Background: an optimization exercise with open tools, aiming at small area. Do not read the settings as production practice. Function was checked by simulation only, so behaviour that the tests miss may differ from the original. No activity file was given, so power comes from the tool's default toggle rates.

## flow/ROM.mem

```
52 // R           ADD36
65 // e
73 // s
75 // u
6C // l
74 // t
20 //  
41 // A
44 // D
44 // D
33 // 3
36 // 6
3A // :
20 //  
52 // R           MUL64
65 // e
73 // s
75 // u
6C // l
74 // t
20 //  
4D // M
55 // U
4C // L
36 // 6
34 // 4
3A // :
20 //  
53 // S           WR40_8
75 // u
63 // c
63 // c
65 // e
73 // s
73 // s
20 //  
57 // W
52 // R
34 // 4
30 // 0
5F // _
38 // 8
53 // S           ON40_8
75 // u
63 // c
63 // c
65 // e
73 // s
73 // s
20 //  
4F // O
4E // N
34 // 4
30 // 0
5F // _
38 // 8
53 // S          OFF 40_8
75 // u
63 // c
63 // c
65 // e
73 // s
73 // s
20 //  
4F // O
46 // F
46 // F
34 // 4
30 // 0
5F // _
38 // 8
53 // S          LED40_8
75 // u
63 // c
63 // c
65 // e
73 // s
73 // s
20 //  
4C // L
45 // E
44 // D
34 // 4
30 // 0
5F // _
38 // 8
45 // E           ERROR
72 // r
72 // r
6F // o
72 // r
20 //  
63 // c
6F // o
6D // m
6D // m
61 // a
6E // n
64 // d
21 // !
21 // !
21 // !
```

## flow/run.sh

```bash
#!/bin/bash
# synth_recipe.tcl (not shown) runs the flow's synth.tcl, then flattens the netlist and writes it again
# the make line also repeats each setting of config.mk as NAME=value (left out here)
make -C /OpenROAD-flow-scripts/flow DESIGN_CONFIG=/design/flow/config.mk WORK_HOME=/design/flow/orfs CLKGATE_MAP_FILE= SYNTH_SCRIPT=/design/flow/synth_recipe.tcl finish
```

## flow/config.mk

```make
export PLATFORM = sky130hd
export DESIGN_NAME = CV_LR5_TOP
export DESIGN_NICKNAME = CV_LR5_TOP
export VERILOG_FILES = /design/flow/design.v
export SDC_FILE = /design/flow/constraint.sdc
export NUM_CORES = 4
export LEC_CHECK = 0
export CAP_MARGIN = 20
export CORE_MARGIN = 2
export CORE_UTILIZATION = 40
export SLEW_MARGIN = 20
```

## flow/constraint.sdc

```tcl
create_clock -name core_clock -period 15.0 [get_ports {CLK}]
set_input_delay 3.0000 -clock core_clock [delete_from_list [all_inputs] [get_ports {CLK}]]
set_output_delay 3.0000 -clock core_clock [all_outputs]
set_load 0.01 [all_outputs]
```

## flow/design.v

```verilog
`timescale 1ns / 1ps
module CV_SYNCH
(
	input RXD, 
	input CLK, 
	input RST,
	output RXD_RG
);
reg a, b, c;
always@(posedge CLK, posedge RST)
begin
	if(RST)
	begin
		a <= 1'b1;
		b <= 1'b1;
		c <= 1'b1;
	end
	else
	begin
		a <= RXD;
		b <= a;
		c <= b;
	end
end 
assign RXD_RG = c;
endmodule
`timescale 1ns / 1ps
module CV_DIVIDER #
(
	parameter DIV_VALUE =  4,
	parameter CNT_WDT = 9
)
(
	input CLK, 
	input RST,
	output reg UART_CE
);
reg [CNT_WDT - 1:0] counter;
always @(posedge CLK, posedge RST) begin
	if(RST)
		counter <= {CNT_WDT{1'b0}};
	else if(counter == DIV_VALUE - 1)
		counter <= {CNT_WDT{1'b0}};
	else
		counter <= counter + 1;
end
always @(posedge CLK, posedge RST) begin
	if(RST)
		UART_CE <= 1'b0;
	else if(counter == {CNT_WDT{1'b0}})
		UART_CE <= 1'b1;
	else
		UART_CE <= 1'b0;
end
endmodule
`timescale 1ns / 1ps
module RX_FSM
(
	input RXD_RG, 
	input CLK, 
	input RST, 
	input RX_CE,
	output reg [9:0] RX_DATA_T, 
	output reg RX_DATA_EN,
	output reg RXCT_R
);
localparam IDLE  = 3'd0,
		   RSTRB = 3'd1,
	       RDT   = 3'd2,
		   RPARB = 3'd3,
	       RSTB1 = 3'd4,
		   WEND  = 3'd5;
reg [2:0] STATE;
reg [2:0] RX_DATA_CT;
always@(posedge CLK, posedge RST)
begin
	if(RST)
	begin
		STATE      <= IDLE;
		RX_DATA_EN <= 1'b0;
		RXCT_R     <= 1'b1;
		RX_DATA_T  <= {10{1'b0}};
		RX_DATA_CT <= {3{1'b0}}; 
	end
	else
	begin
		case(STATE)
			IDLE:
				if(~RXD_RG)
				begin
					RX_DATA_EN   <= 1'b0;
					RX_DATA_T[9] <= 1'b0;
					RXCT_R       <= 1'b0;
					STATE        <= RSTRB;
				end
				else RX_DATA_EN <= 1'b0;
			RSTRB:
				if(RX_CE)
				begin
					if(RXD_RG)
					begin
						RXCT_R <= 1'b1;
						STATE  <= IDLE;
					end
					else STATE <= RDT; 
				end
			RDT:
				if(RX_CE)
				begin
					RX_DATA_T[7:0] <= {RXD_RG, RX_DATA_T[7:1]};
					RX_DATA_CT     <= RX_DATA_CT + 1'b1;
					if(RX_DATA_CT == 4'h7) STATE <= RPARB;
				end
			RPARB:
				if(RX_CE)
				begin		
					RX_DATA_T[8] <= ^(RX_DATA_T[7:0]) ^ RXD_RG;
					STATE <= RSTB1;
				end
			RSTB1:
				if(RX_CE)
				begin
					if(RXD_RG)
						begin
							RX_DATA_EN <= 1'b1;
							RXCT_R     <= 1'b1;
							STATE      <= IDLE;
						end
					else
						begin
							RX_DATA_T[9] <= 1'b1;
							STATE        <= WEND;
						end
				end
			WEND:
				begin
					if(RXD_RG) 
					begin
						RX_DATA_EN <= 1'b1;
						RXCT_R     <= 1'b1;
						STATE      <= IDLE;
					end
				end
		endcase
	end
end
endmodule
`timescale 1ns / 1ps
module RX_SAMPLE_COUNTER
(
	input UART_CE, 
	input RXCT_R, 
	input CLK, 
	input RST,
	output RX_CE
);
reg [3:0] RX_SAMP_CT; 
always@(posedge CLK, posedge RST)
begin
	if(RST) RX_SAMP_CT <= 4'd0;
	else if(RXCT_R) RX_SAMP_CT <= 4'd0;
	else if(UART_CE)
	begin
		RX_SAMP_CT <= RX_SAMP_CT + 1'b1;
	end
end
assign RX_CE = UART_CE & (~RX_SAMP_CT[3]) & RX_SAMP_CT[2] & RX_SAMP_CT[1] & RX_SAMP_CT[0];
endmodule
`timescale 1ns / 1ps
module TX_FSM
(
    input  CLK,
    input RST,
    input UART_CE,
    input TX_CE,
    input [7:0] TX_DATA_R,
    input TX_RDY_T,
    output reg TXCT_R,
    output reg TX_RDY_R,
    output reg TXD
);
localparam IDLE = 3'd0,
           WCE = 3'd1,
           TSTRB = 3'd2,
           TDT = 3'd3,
           TPARB = 3'd4,
           TSTB1 = 3'd5;
reg [2:0] STATE;
reg [2:0] TX_DATA_CT;
reg [7:0] TX_DATA;
reg TX_PAR_BIT_RG;
always@(posedge CLK, posedge RST)
begin
    if(RST)
    begin
        TX_DATA       <= 8'h00;
        TX_PAR_BIT_RG <= 1'b0;
        TX_RDY_R      <= 1'b1;
        TX_DATA_CT    <= 3'b000;
        TXD           <= 1'b1;
        TXCT_R        <= 1'b1;
        STATE         <= IDLE;
    end
    else
    begin
        case(STATE)
            IDLE:
                if (TX_RDY_T)
                begin
                    TX_DATA       <= TX_DATA_R;
                    TX_PAR_BIT_RG <= ^(TX_DATA_R);
                    TX_RDY_R      <= 1'b0;
                    if (UART_CE)
                    begin
                        TXD    <= 1'b0;
                        TXCT_R <= 1'b0;
                        STATE  <= TSTRB;
                    end
                    else STATE <= WCE;
                end 
            WCE:
                if (UART_CE)
                begin
                    TXD    <= 1'b0;
                    TXCT_R <= 1'b0;
                    STATE  <= TSTRB;
                end
            TSTRB:
                if (TX_CE)
                begin
                    TXD     <= TX_DATA[0];
                    TX_DATA <= {1'b0, TX_DATA[7:1]};
                    STATE   <= TDT;
                end
            TDT:
                if (TX_CE)
                begin
                    TX_DATA    <= {1'b0, TX_DATA[7:1]};
                    TX_DATA_CT <= TX_DATA_CT + 1'b1;
                    if (TX_DATA_CT == 4'h7)
                    begin
                        TXD   <= TX_PAR_BIT_RG;
                        STATE <= TPARB;
                    end
                    else TXD <= TX_DATA[0];
                end
           TPARB:
                if (TX_CE)
                begin
                    TXD   <= 1'b1;
                    STATE <= TSTB1;
                end
           TSTB1:
                if (TX_CE)
                begin
                    TXD      <= 1'b1; 
                    STATE    <= IDLE;
                    TX_RDY_R <= 1'b1;
                    TXCT_R   <= 1'b1;
                end
       endcase
    end
end
endmodule
`timescale 1ns / 1ps
module TX_SAMPLE_COUNTER
(
    input UART_CE,
    input TXCT_R,
    input CLK,
    input RST,
    output TX_CE
);
reg [3:0] TX_SAMP_CT;
always@(posedge CLK, posedge RST)
begin
    if (RST) TX_SAMP_CT         <= 4'd0;
    else if (TXCT_R) TX_SAMP_CT <= 4'd0;
    else if (UART_CE)
    begin
        TX_SAMP_CT <= TX_SAMP_CT + 1'b1;
    end
end
assign TX_CE = UART_CE & TX_SAMP_CT[3] & TX_SAMP_CT[2] & TX_SAMP_CT[1] & TX_SAMP_CT[0];
endmodule
`timescale 1ns / 1ps
module CV_UART
(
	input RXD, 
    input CLK, 
    input RST,
    input wire [7:0] TX_DATA_R,
	input TX_RDY_T,
	output wire RX_DATA_EN, 
	output wire [9:0] RX_DATA_T,
	output TX_RDY_R,
	output TXD
);
wire RXD_RG;
wire UART_CE;
wire RXCT_R;
wire RX_CE;
CV_SYNCH synch
(
	.RXD(RXD),
	.CLK(CLK),
	.RST(RST),
	.RXD_RG(RXD_RG)
);
CV_DIVIDER divider
(
	.CLK(CLK),
	.RST(RST),
	.UART_CE(UART_CE)
);
RX_FSM rx_fsm
(
	.RXD_RG(RXD_RG),
	.CLK(CLK),
	.RST(RST),
	.RX_CE(RX_CE),
	.RXCT_R(RXCT_R),
	.RX_DATA_EN(RX_DATA_EN),
	.RX_DATA_T(RX_DATA_T)
);
RX_SAMPLE_COUNTER rx_samp_ct
(
	.UART_CE(UART_CE),
	.CLK(CLK),
	.RST(RST),
	.RXCT_R(RXCT_R),
	.RX_CE(RX_CE)
);
wire TX_CE;
wire TXCT_R;
TX_FSM tx_fsm
(
    .RST(RST),
    .CLK(CLK),
    .UART_CE(UART_CE),
    .TX_CE(TX_CE),
    .TX_RDY_T(TX_RDY_T),
    .TX_DATA_R(TX_DATA_R),
    .TXCT_R(TXCT_R),
    .TX_RDY_R(TX_RDY_R),
    .TXD(TXD)
);
TX_SAMPLE_COUNTER tx_samp_ct
(
    .RST(RST),
    .CLK(CLK),
    .UART_CE(UART_CE),
    .TXCT_R(TXCT_R),
    .TX_CE(TX_CE)
);
endmodule
`timescale 1ns / 1ps
module CV_DC_ASCII_HEX
(
    input [7:0] ASCII,
    output reg [3:0] HEX, 
    output reg HEX_FLG
);
always@(*)
begin
    case(ASCII)
        8'h30: begin
            HEX = 4'h0;
            HEX_FLG = 1'b1;
        end
        8'h31: begin
            HEX = 4'h1;
            HEX_FLG = 1'b1;
        end
        8'h32: begin
            HEX = 4'h2;
            HEX_FLG = 1'b1;
        end
        8'h33: begin
            HEX = 4'h3;
            HEX_FLG = 1'b1;
        end
        8'h34: begin
            HEX = 4'h4;
            HEX_FLG = 1'b1;
        end
        8'h35: begin
            HEX = 4'h5;
            HEX_FLG = 1'b1;
        end
        8'h36: begin
            HEX = 4'h6;
            HEX_FLG = 1'b1;
        end
        8'h37: begin
            HEX = 4'h7;
            HEX_FLG = 1'b1;
        end
        8'h38: begin
            HEX = 4'h8;
            HEX_FLG = 1'b1;
        end
        8'h39: begin
            HEX = 4'h9;
            HEX_FLG = 1'b1;
        end
        8'h41, 8'h61: begin
            HEX = 4'hA;
            HEX_FLG = 1'b1;
        end
        8'h42, 8'h62: begin
            HEX = 4'hB;
            HEX_FLG = 1'b1;
        end
        8'h43, 8'h63: begin
            HEX = 4'hC;
            HEX_FLG = 1'b1;
        end
        8'h44, 8'h64: begin
            HEX = 4'hD;
            HEX_FLG = 1'b1;
        end
        8'h45, 8'h65: begin
            HEX = 4'hE;
            HEX_FLG = 1'b1;
        end 
        8'h46, 8'h66: begin
            HEX = 4'hF;
            HEX_FLG = 1'b1;
        end
        default: begin
            HEX= 4'hF;
            HEX_FLG = 1'b0;
        end
    endcase      
end
endmodule
`timescale 1ns / 1ps
module CV_DC_HEX_ASCII
(
    input [3:0] HEX,
    output reg [7:0] ASCII
);
always@(*)
begin
    case(HEX)
        4'h0: ASCII = 8'h30;
        4'h1: ASCII = 8'h31;
        4'h2: ASCII = 8'h32;
        4'h3: ASCII = 8'h33;
        4'h4: ASCII = 8'h34;
        4'h5: ASCII = 8'h35;
        4'h6: ASCII = 8'h36;
        4'h7: ASCII = 8'h37;
        4'h8: ASCII = 8'h38;
        4'h9: ASCII = 8'h39;
        4'hA: ASCII = 8'h41;
        4'hB: ASCII = 8'h42;
        4'hC: ASCII = 8'h43;
        4'hD: ASCII = 8'h44;
        4'hE: ASCII = 8'h45;
        4'hF: ASCII = 8'h46;
    endcase
end
endmodule
`timescale 1ns / 1ps
module CV_ANALYZER
( 
    input CLK,
    input RST,
    input RX_DATA_EN,
    input [7:0] RX_DATA_R,    
    input HEX_FLG,
    input [3:0] DC_ASCII_HEX,
    input CMD_RDY_R,
    output [7:0] ASCII_DATA,
    output reg [130:0] CMD_DATA_T,
    output reg CMD_RDY_T
);
localparam A_add = 1,
           D_add1 = 2,
           D_add2= 3,
           num3_add = 4,
           num6_add = 5,
           M_mul = 6,
           U_mul = 7,
           L_mul = 8,
           num6_mul = 9,
           num4_mul = 10,
           W_wr = 11,
           R_wr = 12,
           num4_wr = 13,
           num0_wr = 14,
           underline_wr = 15,
           num8_wr = 16,
           O_onff = 17,
           N_on = 18,
           num4_on = 19,
           num0_on = 20,
           underline_on = 21,
           num8_on = 22,
           F_off1 = 24,
           F_off2 = 25,
           num4_off = 26,
           num0_off = 27,
           underline_off = 28,
           num8_off = 29,
           L_led = 30,
           E_led = 31,
           D_led = 32,
           num4_led = 33,
           num0_led = 34,
           underline_led = 35,
           num8_led = 36;
localparam IDLE = 0,
           SROPR = 37,
           TRANS = 38,
           ROPR = 39,
           EROPR = 40,
           ERCMD = 41;
localparam A = 8'h41,
           D = 8'h44,
           E = 8'h45,
           F = 8'h46,
           L = 8'h4C,
           M = 8'h4D,
           N = 8'h4E,
           O = 8'h4F,
           R = 8'h52,
           U = 8'h55,
           W = 8'h57,
           underline = 8'h5F,
           space = 8'h20,
           CR = 8'h0D,
           LF = 8'h0A,
           number_0 = 8'h30,
           number_1 = 8'h31,
           number_2 = 8'h32,
           number_3 = 8'h33,
           number_4 = 8'h34,
           number_5 = 8'h35,
           number_6 = 8'h36,
           number_7 = 8'h37,                        
           number_8 = 8'h38;
localparam ADD36 = 3'b001,
           MUL64 = 3'b010,
           WR40_8 = 3'b111,
           ON40_8 = 3'b000,
           OFF40_8 = 3'b011,
           LED40_8 = 3'b100,
           error = 3'b101;
reg [3:0] END_CT;
reg [5:0] STATE; 
reg [3:0] DATA_CT;
reg OPR2_FLG;
always @(posedge CLK, posedge RST)
    begin
        if (RST)
        begin
            CMD_RDY_T <= 1'b0;
            CMD_DATA_T <= {131{1'b0}};
            DATA_CT <= 4'h0;
            OPR2_FLG <= 1'b0;
            STATE <= IDLE;
        end
        else 
        case(STATE)
            IDLE:
            begin
                if (RX_DATA_EN)
                begin
                    if (RX_DATA_R == A) STATE <= A_add; 
                    else if (RX_DATA_R == M) STATE <= M_mul; 
                    else if (RX_DATA_R == W) STATE <= W_wr;  
                    else if (RX_DATA_R == O) STATE <= O_onff; 
                    else if (RX_DATA_R == L) STATE <= L_led;  
                    else 
                    begin
                        CMD_DATA_T[130 -: 3] <= error;
                        CMD_RDY_T <= 1'b1;
                        STATE <= TRANS;
                    end
                end
            end
            A_add: begin
                if (RX_DATA_EN) 
                begin
                    if (RX_DATA_R == D) STATE <= D_add1;
                    else 
                    begin
                        CMD_DATA_T[130 -: 3] <= error;
                        CMD_RDY_T <= 1'b1;
                        STATE <= TRANS;
                    end
                end 
            end   
            D_add1: begin
                if (RX_DATA_EN)
                    if (RX_DATA_R == D) STATE <= D_add2;
                    else 
                    begin
                        CMD_DATA_T[130 -: 3] <= error;
                        CMD_RDY_T <= 1'b1;
                        STATE <= TRANS;
                    end 
            end    
            D_add2: begin
                if (RX_DATA_EN)
                    if (RX_DATA_R == number_3) STATE <= num3_add;
                    else 
                    begin
                        CMD_DATA_T[130 -: 3] <= error;
                        CMD_RDY_T <= 1'b1;
                        STATE <= TRANS;
                    end
            end
            num3_add: begin
                if (RX_DATA_EN)
                    if (RX_DATA_R == number_6)
                        STATE <= num6_add;
                    else 
                    begin
                        CMD_DATA_T[130 -: 3] <= error;
                        CMD_RDY_T <= 1'b1;
                        STATE <= TRANS;
                    end
            end
            num6_add: begin
                if (RX_DATA_EN)
                    if (RX_DATA_R == space)
                    begin
                        CMD_DATA_T[130 -: 3] <= 3'b001;
                        STATE <= SROPR;
                    end
                    else 
                    begin
                        CMD_DATA_T[130 -: 3] <= error;
                        CMD_RDY_T <= 1'b1;
                        STATE <= TRANS;
                    end
             end
            M_mul: begin
                if (RX_DATA_EN)
                    if (RX_DATA_R == U)
                        STATE <= U_mul;
                    else 
                    begin
                        CMD_DATA_T[130 -: 3] <= error;
                        CMD_RDY_T <= 1'b1;
                        STATE <= TRANS;
                    end
            end
            U_mul: begin
                if (RX_DATA_EN)
                    if (RX_DATA_R == L)
                        STATE <= L_mul;
                    else 
                    begin
                        CMD_DATA_T[130 -: 3] <= error;
                        CMD_RDY_T <= 1'b1;
                        STATE <= TRANS;
                    end
            end
            L_mul: begin
                if (RX_DATA_EN)
                    if (RX_DATA_R == number_6)
                        STATE <= num6_mul;
                    else 
                    begin
                        CMD_DATA_T[130 -: 3] <= error;
                        CMD_RDY_T <= 1'b1;
                        STATE <= TRANS;
                    end
            end
            num6_mul: begin
                if (RX_DATA_EN)
                    if (RX_DATA_R == number_4)
                        STATE <= num4_mul;
                    else 
                    begin
                        CMD_DATA_T[130 -: 3] <= error;
                        CMD_RDY_T <= 1'b1;
                        STATE <= TRANS;
                    end
            end
            num4_mul: begin
                if (RX_DATA_EN)
                    if (RX_DATA_R == space)
                    begin
                        STATE <= SROPR;
                        CMD_DATA_T[130 -: 3] <= MUL64;
                    end
                    else 
                    begin
                        CMD_DATA_T[130 -: 3] <= error;
                        CMD_RDY_T <= 1'b1;
                        STATE <= TRANS;
                    end
            end
            W_wr: begin
                if (RX_DATA_EN)
                    if (RX_DATA_R == R)
                        STATE <= R_wr;
                    else 
                    begin
                        CMD_DATA_T[130 -: 3] <= error;
                        CMD_RDY_T <= 1'b1;
                        STATE <= TRANS;
                    end
            end
            R_wr: begin
                if (RX_DATA_EN)
                    if (RX_DATA_R == number_4)
                        STATE <= num4_wr;
                    else
                    begin
                        CMD_DATA_T[130 -: 3] <= error;
                        CMD_RDY_T <= 1'b1;
                        STATE <= TRANS;
                    end
            end
            num4_wr: begin
                if (RX_DATA_EN)
                    if (RX_DATA_R == number_0)
                        STATE <= num0_wr;
                    else 
                    begin
                        CMD_DATA_T[130 -: 3] <= error;
                        CMD_RDY_T <= 1'b1;
                        STATE <= TRANS;
                    end
            end
            num0_wr: begin
                if (RX_DATA_EN)
                    if (RX_DATA_R == underline)
                        STATE <= underline_wr;
                    else 
                    begin
                        CMD_DATA_T[130 -: 3] <= error;
                        CMD_RDY_T <= 1'b1;
                        STATE <= TRANS;
                    end
            end
            underline_wr: begin
                if (RX_DATA_EN)
                    if (RX_DATA_R == number_8)
                        STATE <= num8_wr;
                    else 
                    begin
                        CMD_DATA_T[130 -: 3] <= error;
                        CMD_RDY_T <= 1'b1;
                        STATE <= TRANS;
                    end
            end
            num8_wr: begin
                if (RX_DATA_EN)
                    if (RX_DATA_R == space)
                    begin
                        STATE <= SROPR;
                        CMD_DATA_T[130 -: 3] <= WR40_8;
                    end
                    else 
                    begin
                        CMD_DATA_T[130 -: 3] <= error;
                        CMD_RDY_T <= 1'b1;
                        STATE <= TRANS;
                    end
            end
            O_onff: begin
                if (RX_DATA_EN)
                    if (RX_DATA_R == N)
                        STATE <= N_on;
                    else if (RX_DATA_R == F)
                        STATE <= F_off1;
                    else
                    begin
                        CMD_DATA_T[130 -: 3] <= error;
                        CMD_RDY_T <= 1'b1;
                        STATE <= TRANS;
                    end
            end
            N_on: begin
                if (RX_DATA_EN)
                    if (RX_DATA_R == number_4)
                        STATE <= num4_on;
                    else 
                    begin
                        CMD_DATA_T[130 -: 3] <= error;
                        CMD_RDY_T <= 1'b1;
                        STATE <= TRANS;
                    end
            end
            num4_on: begin
                if (RX_DATA_EN)
                    if (RX_DATA_R == number_0)
                        STATE <= num0_on;
                    else 
                    begin
                        CMD_DATA_T[130 -: 3] <= error;
                        CMD_RDY_T <= 1'b1;
                        STATE <= TRANS;
                    end
            end
            num0_on: begin
                if (RX_DATA_EN)
                    if (RX_DATA_R == underline)
                        STATE <= underline_on;
                    else 
                    begin
                        CMD_DATA_T[130 -: 3] <= error;
                        CMD_RDY_T <= 1'b1;
                        STATE <= TRANS;
                    end
            end
            underline_on: begin
                if (RX_DATA_EN)
                    if (RX_DATA_R == number_8)
                        STATE <= num8_on;
                    else 
                    begin
                        CMD_DATA_T[130 -: 3] <= error;
                        CMD_RDY_T <= 1'b1;
                        STATE <= TRANS;
                    end
            end
            num8_on: begin
                if (RX_DATA_EN)
                    if (RX_DATA_R == space)
                    begin
                        STATE <= SROPR;
                        CMD_DATA_T[130 -: 3] <= 3'b000;
                    end
                    else 
                    begin
                        CMD_DATA_T[130 -: 3] <= error;
                        CMD_RDY_T <= 1'b1;
                        STATE <= TRANS;
                    end
            end            
            F_off1: begin
                if (RX_DATA_EN)
                    if (RX_DATA_R == F)
                        STATE <= F_off2;
                    else 
                    begin
                        CMD_DATA_T[130 -: 3] <= error;
                        CMD_RDY_T <= 1'b1;
                        STATE <= TRANS;
                    end
            end
            F_off2: begin
                if (RX_DATA_EN)
                    if (RX_DATA_R == number_4)
                        STATE <= num4_off;
                    else 
                    begin
                        CMD_DATA_T[130 -: 3] <= error;
                        CMD_RDY_T <= 1'b1;
                        STATE <= TRANS;
                    end
            end
            num4_off: begin
                if (RX_DATA_EN)
                    if (RX_DATA_R == number_0)
                        STATE <= num0_off;
                    else 
                    begin
                        CMD_DATA_T[130 -: 3] <= error;
                        CMD_RDY_T <= 1'b1;
                        STATE <= TRANS;
                    end
            end
            num0_off: begin
                if (RX_DATA_EN)
                    if (RX_DATA_R == underline)
                        STATE <= underline_off;
                    else 
                    begin
                        CMD_DATA_T[130 -: 3] <= error;
                        CMD_RDY_T <= 1'b1;
                        STATE <= TRANS;
                    end
            end
            underline_off: begin
                if (RX_DATA_EN)
                    if (RX_DATA_R == number_8)
                        STATE <= num8_off;
                    else 
                    begin
                        CMD_DATA_T[130 -: 3] <= error;
                        CMD_RDY_T <= 1'b1;
                        STATE <= TRANS;
                    end
            end
            num8_off: begin
                if (RX_DATA_EN)
                    if (RX_DATA_R == space)
                    begin
                        STATE <= SROPR;
                        CMD_DATA_T[130 -: 3] <= OFF40_8;
                    end
                    else 
                    begin
                        CMD_DATA_T[130 -: 3] <= error;
                        CMD_RDY_T <= 1'b1;
                        STATE <= TRANS;
                    end
            end        
            L_led: begin
                if (RX_DATA_EN)
                    if (RX_DATA_R == E)
                        STATE <= E_led;
                    else 
                    begin
                        CMD_DATA_T[130 -: 3] <= error;
                        CMD_RDY_T <= 1'b1;
                        STATE <= TRANS;
                    end
            end
            E_led: begin
                if (RX_DATA_EN)
                    if (RX_DATA_R == D)
                        STATE <= D_led;
                    else 
                    begin
                        CMD_DATA_T[130 -: 3] <= error;
                        CMD_RDY_T <= 1'b1;
                        STATE <= TRANS;
                    end
            end
            D_led: begin
                if (RX_DATA_EN)
                    if (RX_DATA_R == number_4)
                        STATE <= num4_led;
                    else 
                    begin
                        CMD_DATA_T[130 -: 3] <= error;
                        CMD_RDY_T <= 1'b1;
                        STATE <= TRANS;
                    end
            end
            num4_led: begin
                if (RX_DATA_EN)
                    if (RX_DATA_R == number_0)
                        STATE <= num0_led;
                    else 
                    begin
                        CMD_DATA_T[130 -: 3] <= error;
                        CMD_RDY_T <= 1'b1;
                        STATE <= TRANS;
                    end
            end
            num0_led: begin
                if (RX_DATA_EN)
                    if (RX_DATA_R == underline)
                        STATE <= underline_led;
                    else 
                    begin
                        CMD_DATA_T[130 -: 3] <= error;
                        CMD_RDY_T <= 1'b1;
                        STATE <= TRANS;
                    end
            end
            underline_led: begin
                if (RX_DATA_EN)
                    if (RX_DATA_R == number_8)
                        STATE <= num8_led;
                    else 
                    begin
                        CMD_DATA_T[130 -: 3] <= error;
                        CMD_RDY_T <= 1'b1;
                        STATE <= TRANS;
                    end
            end
            num8_led: begin
                if (RX_DATA_EN)
                    if (RX_DATA_R == space)
                    begin
                        STATE <= SROPR;
                        CMD_DATA_T[130 -: 3] <= LED40_8;
                    end
                    else 
                    begin
                        CMD_DATA_T[130 -: 3] <= error;
                        CMD_RDY_T <= 1'b1;
                        STATE <= TRANS;
                    end
            end        
            SROPR: begin
                if (RX_DATA_EN)
                    if (HEX_FLG)
                    begin
                        CMD_DATA_T[127:0] <= {CMD_DATA_T[123:0], DC_ASCII_HEX};
                        DATA_CT <= DATA_CT + 1'b1;
                        STATE <= ROPR;
                    end
                    else
                    begin
                        CMD_DATA_T[130 -: 3] <= error;
                        CMD_RDY_T <= 1'b1;
                        STATE <= TRANS;
                    end
            end
            ROPR: begin
                if (RX_DATA_EN)
                    if (HEX_FLG)
                    begin
                        CMD_DATA_T[127:0] <= {CMD_DATA_T[123:0], DC_ASCII_HEX};
                        if (DATA_CT == END_CT)
                        begin
                            DATA_CT <= 4'b0000;
                            STATE <= EROPR;
                        end
                        else DATA_CT <= DATA_CT + 1'b1;
                    end
                    else begin
                        CMD_DATA_T[130 -: 3] <= error;
                        CMD_RDY_T <= 1'b1;
                        STATE <= TRANS;
                    end
            end
            EROPR: begin
                if (RX_DATA_EN)
                    if (~OPR2_FLG && (RX_DATA_R == space))
                        begin
                            OPR2_FLG <= 1'b1;
                            STATE <= SROPR;
                        end
                    else if (OPR2_FLG && (RX_DATA_R == CR))
                    begin
                        STATE <= ERCMD;
                    end
                    else
                    begin
                        CMD_DATA_T[130 -: 3] <= error;
                        CMD_RDY_T <= 1'b1;
                        STATE <= TRANS;
                    end
            end
            ERCMD: begin
                if (RX_DATA_EN)
                begin
                    CMD_RDY_T <= 1'b1;
                    if (RX_DATA_R == LF)
                        STATE <= TRANS;
                    else begin
                        CMD_DATA_T[130 -: 3] <= error;
                        STATE <= TRANS;
                    end
                end
            end
            TRANS: begin
                if (CMD_RDY_R)
                begin
                    CMD_RDY_T <= 1'b0;
                    OPR2_FLG <= 1'b0;
                    DATA_CT <= 4'h0;
                    STATE <= IDLE;
                end
            end
        endcase
    end
assign ASCII_DATA[7:0] = RX_DATA_R[7:0];
always @*
begin
    if (~OPR2_FLG) begin
        case (CMD_DATA_T [130 -: 3])
            3'b000: END_CT = 4'd9;
            3'b001: END_CT = 4'd8;
            3'b010: END_CT = 4'd15;
            3'b011: END_CT = 4'd9;
            3'b100: END_CT = 4'd9;
            3'b101: END_CT = 4'd0;
            3'b110: END_CT = 4'd0;
            3'b111: END_CT = 4'd9;
        endcase
    end
    else begin
        case (CMD_DATA_T [130 -: 3])
            3'b000: END_CT = 4'd1;
            3'b001: END_CT = 4'd8;
            3'b010: END_CT = 4'd15;
            3'b011: END_CT = 4'd1;
            3'b100: END_CT = 4'd1;
            3'b101: END_CT = 4'd0;
            3'b110: END_CT = 4'd0;
            3'b111: END_CT = 4'd1;
        endcase
    end
end
endmodule
`timescale 1ns / 1ps
module CV_HANDLER_CMD 
(
    input CLK,
    input RST,
    input CMD_RDY_T,
    input [130:0] CMD_DATA_T, 
    input RES_RDY_R,
    input S_EX_ACK,
    input [7:0] S_D_RD,
    output reg CMD_RDY_R,
    output reg RES_RDY_T,
    output [80:0] RES_DATA_T,
    output reg S_EX_REQ,
    output reg [39:0] S_ADDR, 
    output reg [2:0] S_CMD, 
    output reg [7:0] S_D_WR 
);
reg [2:0] STATE;
localparam WDATA = 0,
           ALZ = 1,
           WR = 2,
           IORD = 3,
           IOWR = 4,
           TRANS = 5;
localparam ADD36 = 3'b001,
           MUL64 = 3'b010,
           WR40_8 = 3'b111,
           ON40_8 = 3'b000,
           OFF40_8 = 3'b011,
           LED40_8 = 3'b100,
           ERR = 3'b101;
reg [63:0] RES_DATA;
reg [6:0] START_ADDR;
reg [6:0] END_ADDR;
wire [2:0] RES_TYPE;
reg [130:0] CMD_DATA;
always @(posedge CLK, posedge RST)
begin
    if (RST)
    begin
        CMD_DATA <= {131{1'b0}}; 
        CMD_RDY_R <= 1'b1;
        RES_RDY_T <= 1'b0;
        RES_DATA <= {64{1'b0}};
        S_EX_REQ <= 1'b0;
        S_ADDR <= {40{1'b0}}; 
        S_CMD <= 3'b000;
        S_D_WR <= 8'h00;
        STATE <= WDATA;
    end
    else case (STATE)
        WDATA:
        if (CMD_RDY_T)
        begin
            CMD_DATA <= CMD_DATA_T; 
            CMD_RDY_R <= 1'b0;
            STATE <= ALZ;
        end
        ALZ:
        if (CMD_DATA[130:128] == 3'b001) 
        begin
            RES_DATA <= CMD_DATA[71:36] + CMD_DATA[35:0];
            RES_RDY_T <= 1'b1;
            STATE <= TRANS;
        end
        else if (CMD_DATA[130:128] == MUL64)
        begin
            RES_DATA <= CMD_DATA[127:64] * CMD_DATA[63:0];
            RES_RDY_T <= 1'b1;
            STATE <= TRANS;
        end
        else if (CMD_DATA[130:128] == ERR)
        begin
            RES_RDY_T <= 1'b1;
            STATE <= TRANS;
        end
        else if (CMD_DATA[130:128] == 3'b000 | CMD_DATA[130:128] == OFF40_8)
        begin
            S_EX_REQ <= 1'b1;
            S_ADDR <= CMD_DATA[47:8];
            S_CMD <= 3'b100; 
            STATE <= IORD;
        end
        else if (CMD_DATA[130:128] == LED40_8)
        begin
            S_EX_REQ <= 1'b1;
            S_ADDR <= CMD_DATA[47:8];
            S_CMD <= 3'b000; 
            S_D_WR <= CMD_DATA[7:0];
            STATE <= WR;
        end
        else if (CMD_DATA[130:128] == WR40_8)
        begin
            S_EX_REQ <= 1'b1;
            S_ADDR <= CMD_DATA[47:8];
            S_CMD <= 3'b001; 
            S_D_WR <= CMD_DATA[7:0];
            STATE <= WR;
        end
        WR:
        if (S_EX_ACK)
        begin
            RES_RDY_T <= 1'b1;
            S_EX_REQ <= 1'b0;
            STATE <= TRANS;
        end
        IORD:
        if (S_EX_ACK)
        begin
            S_CMD <= 3'b000; 
            if (CMD_DATA[130:128] == 3'b000) S_D_WR <= S_D_RD | CMD_DATA[7:0];
            else if (CMD_DATA[130:128] == OFF40_8) S_D_WR <= S_D_RD & ~CMD_DATA[7:0];
            STATE <= IOWR;
        end
        IOWR:
        if (S_EX_ACK)
        begin
            RES_RDY_T <= 1'b1;
            S_EX_REQ <= 1'b0;
            STATE <= TRANS;
        end
        TRANS:
        if (RES_RDY_R)
        begin
            RES_RDY_T <= 1'b0;
            CMD_RDY_R <= 1'b1;
            STATE <= WDATA;
        end
    endcase
end
always @(*)
begin
    case(CMD_DATA[130:128])
        3'b001:
        begin
            START_ADDR <= 7'h00;
            END_ADDR <= 7'h0D;
        end
        MUL64:
        begin
            START_ADDR <= 7'h0E;
            END_ADDR <= 7'h1B;
        end
        WR40_8:
        begin
            START_ADDR <= 7'h1C;
            END_ADDR <= 7'h29;
        end
        3'b000:
        begin
            START_ADDR <= 7'h2A;
            END_ADDR <= 7'h37;
        end
        OFF40_8:
        begin
            START_ADDR <= 7'h38;
            END_ADDR <= 7'h46;
        end
        LED40_8:
        begin
            START_ADDR <= 7'h47;
            END_ADDR <= 7'h55;
        end   
        ERR:
        begin
            START_ADDR <= 7'h56;
            END_ADDR <= 7'h65;
        end  
        default:
        begin
            START_ADDR <= 7'h00;
            END_ADDR <= 7'h00;     
        end
    endcase
end
assign RES_TYPE = CMD_DATA[130:128];
assign RES_DATA_T = {RES_TYPE, START_ADDR, END_ADDR, RES_DATA};
endmodule
`timescale 1ns / 1ps
module CV_GEN_MSG
(
    input CLK,
    input RST,
    input TX_RDY_R,
    output reg TX_RDY_T,
    output reg [7:0] TX_DATA_T,
    input RES_RDY_T,
    input [80:0] RES_DATA_R,
    output reg RES_RDY_R,
    input [7:0] DC_ASCII_DATA,
    output reg [3:0] HEX_DATA,
    input [7:0] DATA,
    output reg [6:0] ADDR
);
localparam IDLE = 0,
           TRES = 1,
           TMEM = 2,
           TDT = 3,
           TCR = 4,
           TLF = 5;
reg [2:0] STATE;
reg [6:0] END_ADDR;
reg [63:0] RES_DATA;
reg RES_FLG;
reg [3:0] RES_CT; 
wire [3:0] CT_MX; 
always@(posedge CLK, posedge RST)
begin
    if (RST)
    begin
        TX_RDY_T <= 1'b0;
        TX_DATA_T <= 8'h00;
        RES_RDY_R <= 1'b1;
        RES_CT <= 4'b0000; 
        ADDR <= {7{1'b0}};
        END_ADDR <= {7{1'b0}};
        RES_DATA <= {64{1'b0}};
        RES_FLG <= 1'b0;
        STATE <= IDLE;
    end
    else
    case (STATE)
        IDLE: 
        begin
            if (RES_RDY_T)
            begin
                RES_RDY_R <= 1'b0;
                ADDR <= RES_DATA_R[77 -: 7];
                END_ADDR <= RES_DATA_R[70 -: 7];
                RES_DATA <= RES_DATA_R[63:0];
                RES_FLG <= (RES_DATA_R[80 -: 3] == 3'b001) | (RES_DATA_R[80 -: 3] == 3'b010);
                RES_CT <= CT_MX; 
                STATE <= TRES;
            end
        end
        TRES:
        begin
            TX_DATA_T <= DATA;
            TX_RDY_T <= 1'b1;
            ADDR <= ADDR + 1'b1;
            STATE <= TMEM;
        end
        TMEM:
        begin
            if (TX_RDY_R)
            begin
                if (ADDR == END_ADDR+1)
                begin
                    if (RES_FLG)
                    begin
                        RES_FLG <= 1'b0;
                        TX_DATA_T <= DC_ASCII_DATA;
                        RES_CT <= RES_CT + 1'b1;
                        STATE <= TDT;
                    end
                    else
                    begin
                        TX_DATA_T <= 8'h0D;
                        STATE <= TCR;
                    end
                end
                else
                begin
                    TX_DATA_T <= DATA;
                    ADDR <= ADDR + 1'b1;
                end
            end
        end
        TDT:
        begin
            if (TX_RDY_R)
            begin
                if (~|RES_CT) 
                begin
                    TX_DATA_T <= 8'h0D;
                    STATE <= TCR; 
                end
                else
                begin
                    TX_DATA_T <= DC_ASCII_DATA;
                    RES_CT <= RES_CT + 1'b1;
                end
            end 
        end
        TCR:
        begin
            if (TX_RDY_R)
            begin
                TX_DATA_T <= 8'h0A;
                STATE <= TLF;
            end
        end
        TLF:
            if (TX_RDY_R)
            begin
                TX_RDY_T <= 1'b0;
                RES_RDY_R <= 1'b1;
                STATE <= IDLE;
            end
    endcase
end
assign CT_MX = (RES_DATA_R[80 -: 3] == 3'b001) ? 7 : 0;
always @*
begin
    case (RES_CT)
        4'b0000: HEX_DATA <= RES_DATA[63:60];
        4'b0001: HEX_DATA <= RES_DATA[59:56];
        4'b0010: HEX_DATA <= RES_DATA[55:52];
        4'b0011: HEX_DATA <= RES_DATA[51:48];
        4'b0100: HEX_DATA <= RES_DATA[47:44];
        4'b0101: HEX_DATA <= RES_DATA[43:40];
        4'b0110: HEX_DATA <= RES_DATA[39:36];
        4'b0111: HEX_DATA <= RES_DATA[35:32];
        4'b1000: HEX_DATA <= RES_DATA[31:28];
        4'b1001: HEX_DATA <= RES_DATA[27:24];
        4'b1010: HEX_DATA <= RES_DATA[23:20];
        4'b1011: HEX_DATA <= RES_DATA[19:16];
        4'b1100: HEX_DATA <= RES_DATA[15:12];
        4'b1101: HEX_DATA <= RES_DATA[11:8];
        4'b1110: HEX_DATA <= RES_DATA[7:4];
        4'b1111: HEX_DATA <= RES_DATA[3:0];
    endcase
end
endmodule
`timescale 1ns / 1ps
module CV_INFS_40B
(
    input T_S_EX_REQ,
          input wire [39:0] T_S_ADDR,
          input wire [2:0] T_S_CMD,
          input wire [7:0] T_S_D_WR,
    output T_S_EX_ACK,
           output wire [7:0] T_S_D_RD,
    output I1_S_EX_REQ,
           output I1_S_ADDR,
           output wire [2:0] I1_S_CMD,
           output wire [7:0] I1_S_D_WR,
    input I1_S_EX_ACK,
          input wire [7:0] I1_S_D_RD,
    output I2_S_EX_REQ,
           output wire [4:0] I2_S_ADDR,
           output wire [2:0] I2_S_CMD,
           output wire [7:0] I2_S_D_WR,
    input I2_S_EX_ACK,
          input wire [7:0] I2_S_D_RD                             
);
reg [1:0] EN;
always@(*)
begin
    casex({T_S_CMD, T_S_ADDR})
        43'bx00001011110111010100111001100110001110111x: EN = 2'b01;
        43'bx0110011011011111010001101011000101111xxxxx: EN = 2'b10;
        default: EN = 2'b00;
    endcase
end
assign I1_S_EX_REQ = EN[0] & T_S_EX_REQ;
assign I2_S_EX_REQ = EN[1] & T_S_EX_REQ;
assign I1_S_ADDR = T_S_ADDR[0];
assign I2_S_ADDR = T_S_ADDR[4:0];
assign I1_S_CMD = T_S_CMD;
assign I2_S_CMD = T_S_CMD;
assign I1_S_D_WR = T_S_D_WR;
assign I2_S_D_WR = T_S_D_WR;
assign T_S_EX_ACK = (I1_S_EX_ACK | ~EN[0]) & (I2_S_EX_ACK | ~EN[1]);
assign T_S_D_RD = (I1_S_D_RD | ~{8{EN[0]}}) & (I2_S_D_RD | ~{8{EN[1]}});
endmodule
`timescale 1ns / 1ps
module CV_RAM #(parameter AW = 5)
(
    input CLK,
    input S_EX_REQ,
    input [AW - 1:0] S_ADDR,
    input [2:0] S_CMD,
    input [7:0] S_D_WR,
    output S_EX_ACK,
    output [7:0] S_D_RD,
    input [AW - 1:0] ADDR,
    output [7:0] DATA
);
assign S_EX_ACK = 1;
reg [7:0] ROM0 [0:2**AW - 1];
assign DATA = ROM0[ADDR];
assign S_D_RD = ROM0[S_ADDR];
always@(posedge CLK) begin
    if(S_CMD[2:0]==1 & S_EX_REQ) begin
        ROM0[S_ADDR] <= S_D_WR;
    end
end
endmodule
`timescale 1ns / 1ps
module CV_CNTRL_LEDS 
(
    input CLK,
    input RST,
    input S_EX_REQ,
    input S_ADDR,
    input [2:0] S_CMD,
    input [7:0] S_D_WR,
    output S_EX_ACK,
    output reg [7:0] S_D_RD,
    output [7:0] LED,
    input [7:0] DATA,
    output reg [4:0] ADDR
);
reg [7:0] MASK;
always @*
begin
    if (S_ADDR)
        S_D_RD <= {3'b000, ADDR};
    else
        S_D_RD <= MASK;
end
always @(posedge CLK, posedge RST) begin
    if (RST) begin
        ADDR <= 5'b0000;
    end else if (S_EX_REQ & ~S_CMD[2] & S_ADDR) begin
        ADDR <= S_D_WR[4:0];
    end
end
always @(posedge CLK, posedge RST) begin
    if (RST) begin
        MASK <= 8'h00;
    end else if (S_EX_REQ & ~S_CMD[2] & ~S_ADDR) begin
        MASK <= S_D_WR;
    end
end
assign S_EX_ACK = 1'b1;
assign LED = DATA & MASK;
endmodule
`timescale 1ns / 1ps
module CV_ROM(
	input [6:0] ADDR,
	output [7:0] DATA
);
reg [7:0] ROM0 [127:0];
initial
	$readmemh("ROM.mem", ROM0);
assign DATA = ROM0[ADDR];
endmodule
`timescale 1ns / 1ps
module CV_LR5_TOP
(
    input CLK,
    input SYS_NRST,
    input UART_RXD,
    output wire UART_TXD,
    output [7:0] LED
);
wire [130:0] CMD_DATA_T; 
wire CMD_RDY_T;
wire CMD_RDY_R;
wire [80:0] RES_DATA_R;
wire RES_RDY_T;
wire RES_RDY_R;
wire RST;
wire CE_1KHz;
wire TX_RDY_T;
wire TX_RDY_R;
wire [7:0] TX_DATA_R;
wire [9:0]RX_DATA_T;
wire RX_DATA_EN;
wire [3:0] DC_HEX_DATA;
wire [3:0] HEX_DATA;
wire HEX_FLG;
wire [7:0] DC_ASCII_DATA;
wire [7:0] ASCII_DATA;
wire [6:0] ADDR;
wire [7:0] DATA; 
wire S_EX_REQ;
wire [7:0] S_D_RD;
wire [39:0] S_ADDR;
wire [2:0] S_CMD;
wire [7:0] S_D_WR;
wire I2_S_EX_REQ;
wire I1_S_EX_REQ;
wire I1_S_ADDR;
wire [2:0] I1_S_CMD;
wire [7:0] I1_S_D_WR;
wire I1_S_EX_ACK;
wire [7:0] I1_S_D_RD;
wire [4:0] I2_S_ADDR;
wire [2:0] I2_S_CMD;
wire [7:0] I2_S_D_WR;
wire I2_S_EX_ACK;
wire [7:0] I2_S_D_RD;
reg [1:0] SYNC_RST;
always@(posedge CLK, negedge SYS_NRST)
begin
    if(!SYS_NRST) SYNC_RST <= 2'b11;
    else SYNC_RST          <= {SYNC_RST[0], 1'b0};
end
assign RST = SYNC_RST[1];
CV_UART uart
(
    .RXD(UART_RXD),
    .CLK(CLK),
    .RST(RST),
    .TX_DATA_R(TX_DATA_R),
    .TX_RDY_T(TX_RDY_T),
    .RX_DATA_EN(RX_DATA_EN),
    .RX_DATA_T(RX_DATA_T),
    .TX_RDY_R(TX_RDY_R),
    .TXD(UART_TXD)
);
CV_DC_ASCII_HEX dc_ascii_hex
(
    .ASCII(ASCII_DATA),
    .HEX(DC_HEX_DATA),
    .HEX_FLG(HEX_FLG)
);
CV_DC_HEX_ASCII dc_hex_ascii
(
    .HEX(HEX_DATA),
    .ASCII(DC_ASCII_DATA)
);
CV_ANALYZER analyzer
(
    .CLK(CLK),
    .RST(RST),
    .RX_DATA_EN(RX_DATA_EN),
    .RX_DATA_R(RX_DATA_T[7:0]),
    .HEX_FLG(HEX_FLG),
    .DC_ASCII_HEX(DC_HEX_DATA),
    .CMD_RDY_R(CMD_RDY_R),
    .ASCII_DATA(ASCII_DATA),
    .CMD_DATA_T(CMD_DATA_T),
    .CMD_RDY_T(CMD_RDY_T)    
);
CV_HANDLER_CMD handler
(
    .CLK(CLK),
    .RST(RST),
    .CMD_RDY_T(CMD_RDY_T),
    .CMD_DATA_T(CMD_DATA_T),
    .RES_RDY_R(RES_RDY_R),
    .S_EX_ACK(S_EX_ACK),
    .S_D_RD(S_D_RD),
    .CMD_RDY_R(CMD_RDY_R),
    .RES_RDY_T(RES_RDY_T),
    .RES_DATA_T(RES_DATA_R),
    .S_EX_REQ(S_EX_REQ),
    .S_ADDR(S_ADDR), 
    .S_CMD(S_CMD), 
    .S_D_WR(S_D_WR) 
);
CV_GEN_MSG gen_msg 
(
    .CLK(CLK),
    .RST(RST),
    .TX_RDY_R(TX_RDY_R),
    .TX_RDY_T(TX_RDY_T),
    .TX_DATA_T(TX_DATA_R),
    .RES_RDY_T(RES_RDY_T),
    .RES_DATA_R (RES_DATA_R),
    .RES_RDY_R(RES_RDY_R),
    .DC_ASCII_DATA(DC_ASCII_DATA),
    .HEX_DATA(HEX_DATA),
    .ADDR(ADDR),
    .DATA(DATA)
);
CV_INFS_40B inf
(
    .T_S_EX_REQ(S_EX_REQ),
    .T_S_ADDR(S_ADDR),
    .T_S_CMD(S_CMD),
    .T_S_D_WR(S_D_WR),
    .T_S_EX_ACK(S_EX_ACK),
    .T_S_D_RD(S_D_RD),
    .I1_S_EX_ACK(I1_S_EX_ACK),
    .I1_S_D_RD(I1_S_D_RD),
    .I1_S_EX_REQ(I1_S_EX_REQ),
    .I1_S_ADDR(I1_S_ADDR),
    .I1_S_CMD(I1_S_CMD),
    .I1_S_D_WR(I1_S_D_WR),
    .I2_S_EX_REQ(I2_S_EX_REQ),
    .I2_S_ADDR(I2_S_ADDR),
    .I2_S_CMD(I2_S_CMD),
    .I2_S_D_WR(I2_S_D_WR),
    .I2_S_EX_ACK(I2_S_EX_ACK),
    .I2_S_D_RD(I2_S_D_RD)
);
wire [7:0] DATA_1;
wire [4:0] ADDR_1;
CV_RAM ram 
(
    .CLK(CLK),
    .S_EX_REQ(I2_S_EX_REQ),
    .S_ADDR(I2_S_ADDR),
    .S_CMD(I2_S_CMD),
    .S_D_WR(I2_S_D_WR),
    .S_EX_ACK(I2_S_EX_ACK),
    .S_D_RD(I2_S_D_RD),
    .ADDR(ADDR_1),
    .DATA(DATA_1)
);
CV_CNTRL_LEDS led 
( 
    .CLK(CLK),
    .RST(RST),
    .S_EX_REQ(I1_S_EX_REQ),
    .S_ADDR(I1_S_ADDR),
    .S_CMD(I1_S_CMD),
    .S_D_WR(I1_S_D_WR),
    .S_EX_ACK(I1_S_EX_ACK),
    .S_D_RD(I1_S_D_RD),
    .LED(LED),
    .DATA(DATA_1),
    .ADDR(ADDR_1)
);
CV_ROM rom
(
    .ADDR(ADDR),
    .DATA(DATA)
);
endmodule
```

==> qor.yml <==
run_status:
  status: "complete, no violations"
synthesis:
  netlist.area_leader.share_pct: 35.5
  ys_types: 102
  synth_xor_area_share_pct: 2.06
  yosys_warnings: 17
  synth-edff-count: 256
  syn-cell-area_um2: 103000
  synth_top_cells_by_count: "inv_1, fa_1, nand2_1"
  syn_area_per_cell_um2: 9.88
  yosys.area.top_type: "fa_1"
  synth_mux_area_share_pct: 7.17
  async_flop_share_pct: 68.6
  synth-seq-cells: 814
  synthSimpleGateAreaFrac_pct: 14.6
  synth_fp_nets: 12700
  yosys.area_share.adder_pct: 40.2
  synth_most_common_cell: "inv_1"
  seq_area_frac_synth_pct: 21.0
  synth_ff_type: "dfrtp_1"
  synth_compound_area_share_pct: 5.27
  syn_inst: 10400
  ys_top_cells_by_area: "fa_1, dfrtp_1, edfxtp_1"
  synth_top_family_by_area: "adder cells"
cells_and_area:
  final_layout_size_suffix_gt1_share_pct: 8.95
  n_fill_cell: 24600
  multiInputGateArea_um2: 71600
  final_area_um2: 109000
  syn2layout_area_growth_pct: 6.04
  layout.nets: 12300
  regArea_um2: 21800
cts:
  htreeDepth: 3
  cts_tree: "built"
  ctsHoldBuffers: 0
  clkSlewWorstSetupHoldPaths_ps: 70
  post_cts_resized: 0
  root_buffer: "clkbuf_16"
  cts_made_buffers: 88
  clkLatencyLatePin_ps: 760
  cts_setup_buffers: 0
  cts_buffer_depth: 3
  cts.sinks: 814
route:
  first_pass_iters: 6
  drc_errors: 0
  avgRoutedWirePerCell_um: 23.8
  drtIter0Drc: 7095
  dr_total_vias: 73600
  antenna_left: 0
  drt-total-wl_um: 321000
  via_per_inst: 5.45
timing:
  max_freq_mhz: 101
  relSlewSlack_pct: 23.1
  setup_ws_ps: 5120
  rsz0062_at_grt: "no"
  tightest_slew_ps: 1150
  skew_ps: 82.0
  maxSlewViolCount: 0
  period_needed_ps: 9880
  finalCritPeriodShare_pct: 65.9
  hold_viol: 0
  setup_tns_ps: 0
  setup_viol: 0
  whs_ps: 137
die:
  core_um2: 257000
  fp-row-count: 186
  io_pins: 12
  dieArea_um2: 262000
  die_w_um: 512
  start_util_pct: 40.2
  die_h_um: 512
worst_setup_path:
  critPathArrivalTime_ps: 10500
  slowest_stage: "dfrtp_2"
  r2r_setup_slack_ps: 5120
  cp-end-kind: "flop"
  crit_top_cell: "fa_1"
  startpoint_type: "flop"
  crit_required_ps: 15610
  worstSetupPathType: "flop to flop"
  critPathMaxFanout: 33
  critPathMaxStageDelay_ps: 810
global_routing:
  grt_first_pass_wirelength_um: 496000
  first_global_vias: 79300
  grt.total_usage_pct: 25.0
  grt_max_degree: 157
  antenna_found_initial: 21
  grt_overflow: 0
placement:
  place_congestion: 0.946
  port_buffers: 11
  place_ws_ps: 5240
  dpl-instance-area_um2: 106000
  dp_hpwl_um: 242000
job:
  drv_cap: 0
power_and_ir_drop:
  power_density_nw_per_um2: 42.4
  p_leak_nw: 50.8
  ir_drop_v: 0.0000914
worst_hold_path:
  hp-class: "flop to asynchronous set/reset pin"
## cell usage in the layout (no fill, tap or decap), drive strengths merged, types with 16 or more instances in the layout
master      n
a2111oi    24
a211oi     22
a21o       51
a21oi     263
a22oi      33
a31oi      45
and2      916
and3       34
buf       169
clkbuf    115
clkinv     33
dfrtp     547
edfxtp    256
fa       1832
ha        380
inv      1981
mux2      323
mux2i      34
mux4      152
nand2    1608
nand2b     33
nand3      57
nand4      39
nor2      277
nor2b      53
nor3       67
nor4       21
o211ai     17
o21a       16
o21ai     205
o22ai      22
o31ai      19
xnor2     177
xor2       66
## routing by layer
| layer | track usage [%] | vias to the layer above | wire (µm) |
|---|---|---|---|
| met4 | 7.87 | 6 | 10600 |
| met5 | 0 | - | 41 |
| met2 | 39.8 | 3096 | 149000 |
| li1 | - | 31200 | - |
| met3 | 5.01 | 542 | 28400 |
| met1 | 34.2 | 38800 | 133000 |
## metrics by stage
step	instances	utilization, %	total power [mW]
2_1_floorplan	10400	-	2.37
3_3_place_gp	13300	41.4	2.39
3_5_place_dp	13300	41.4	2.39
4_1_cts	13500	42.6	4.68
5_1_grt	13500	42.6	4.78
6_report	13500	42.6	4.64
## power breakdown
group / switching [mW] / internal [mW]
clock: 1.00 / 1.29
combinational: 0.0430 / 0.00986
sequential: 0.00604 / 2.29
## state kept, by name, indices dropped and copies added, names as in the netlist, 9 cells and up
| register | count |
|---|---|
| ram.ROM0 | 256 |
| analyzer.CMD_DATA_T | 131 |
| handler.CMD_DATA | 131 |
| gen_msg.RES_DATA | 64 |
| handler.RES_DATA | 64 |
| handler.S_ADDR | 40 |
| uart.divider.counter | 9 |
## area by class of cell
type,count,area share (%)
multi-input cells,6986,65.4
flip-flops and latches,814,19.9
inverters,1979,6.79
well taps,3384,3.87
clock buffers,115,2.21
repair buffers,180,1.28
clock inverters,47,0.566
diodes,4,0.00915
## worst max-delay path: cells and delay by family, from the launching register on
kind / cells / cell delay, ps
AO/OA/AOI/OAI: 4 / 810
flip-flops: 1 / 810
adder cells (fa/ha/maj): 11 / 5480
AND/OR/NAND/NOR: 8 / 1720
buffers and inverters: 6 / 820
## final timing paths
check,from,endpoint,cells past startpoint
worst max-delay path,handler.CMD_DATA[4]$_DFFE_PP0P_,handler.RES_DATA[60]$_DFFE_PP0P_,29
worst min-delay path,SYNC_RST[1]$_DFF_PN1_,uart.rx_fsm.STATE[1]$_DFFE_PP0P_,1
worst max register to register,handler.CMD_DATA[4]$_DFFE_PP0P_,handler.RES_DATA[60]$_DFFE_PP0P_,29
worst min register to register,SYNC_RST[1]$_DFF_PN1_,uart.rx_fsm.STATE[1]$_DFFE_PP0P_,1
max in group asynchronous,SYNC_RST[1]$_DFF_PN1_,gen_msg.RES_DATA[15]$_DFFE_PP0P_,4
min in group core_clock,SYNC_RST[0]$_DFF_PN1_,SYNC_RST[1]$_DFF_PN1_,0
## cells by family after synthesis
kind of cell	after synthesis
DFF	814
muxes	509
buffers and inverters	2648
and+or+nand+nor	3173
other	1
adders and majority gates	2214
AOI/OAI and AO/OA	846
xor gates and xnor gates	243

separate check: timing with driven ports:
In the flow no input, the clock included, has a driving cell. The finished layout below was timed again as built, in two steps. Step 1: set_driving_cell puts a clkbuf_16 on CLK and a buf_2 on each other input, an assumption about the parent block. Step 2, shift: input delay + t, output delay - t, t = (earliest + latest rising clock arrival at the registers) / 2. This alone moves slack from input paths to output paths. Three values: no drivers, after step 1, after step 2; two values: the first two.
t (ns): 0.809
setup slack, ns: 5.115 / 5.115 / 5.115
worst setup path at the end: register to register
worst data-port slew with drivers (ns): 0.04
After both steps setup and hold are still met in this run. For this run, drivers alone change the setup slack by 0.000 ns; drivers and shift together by 0.000 ns.
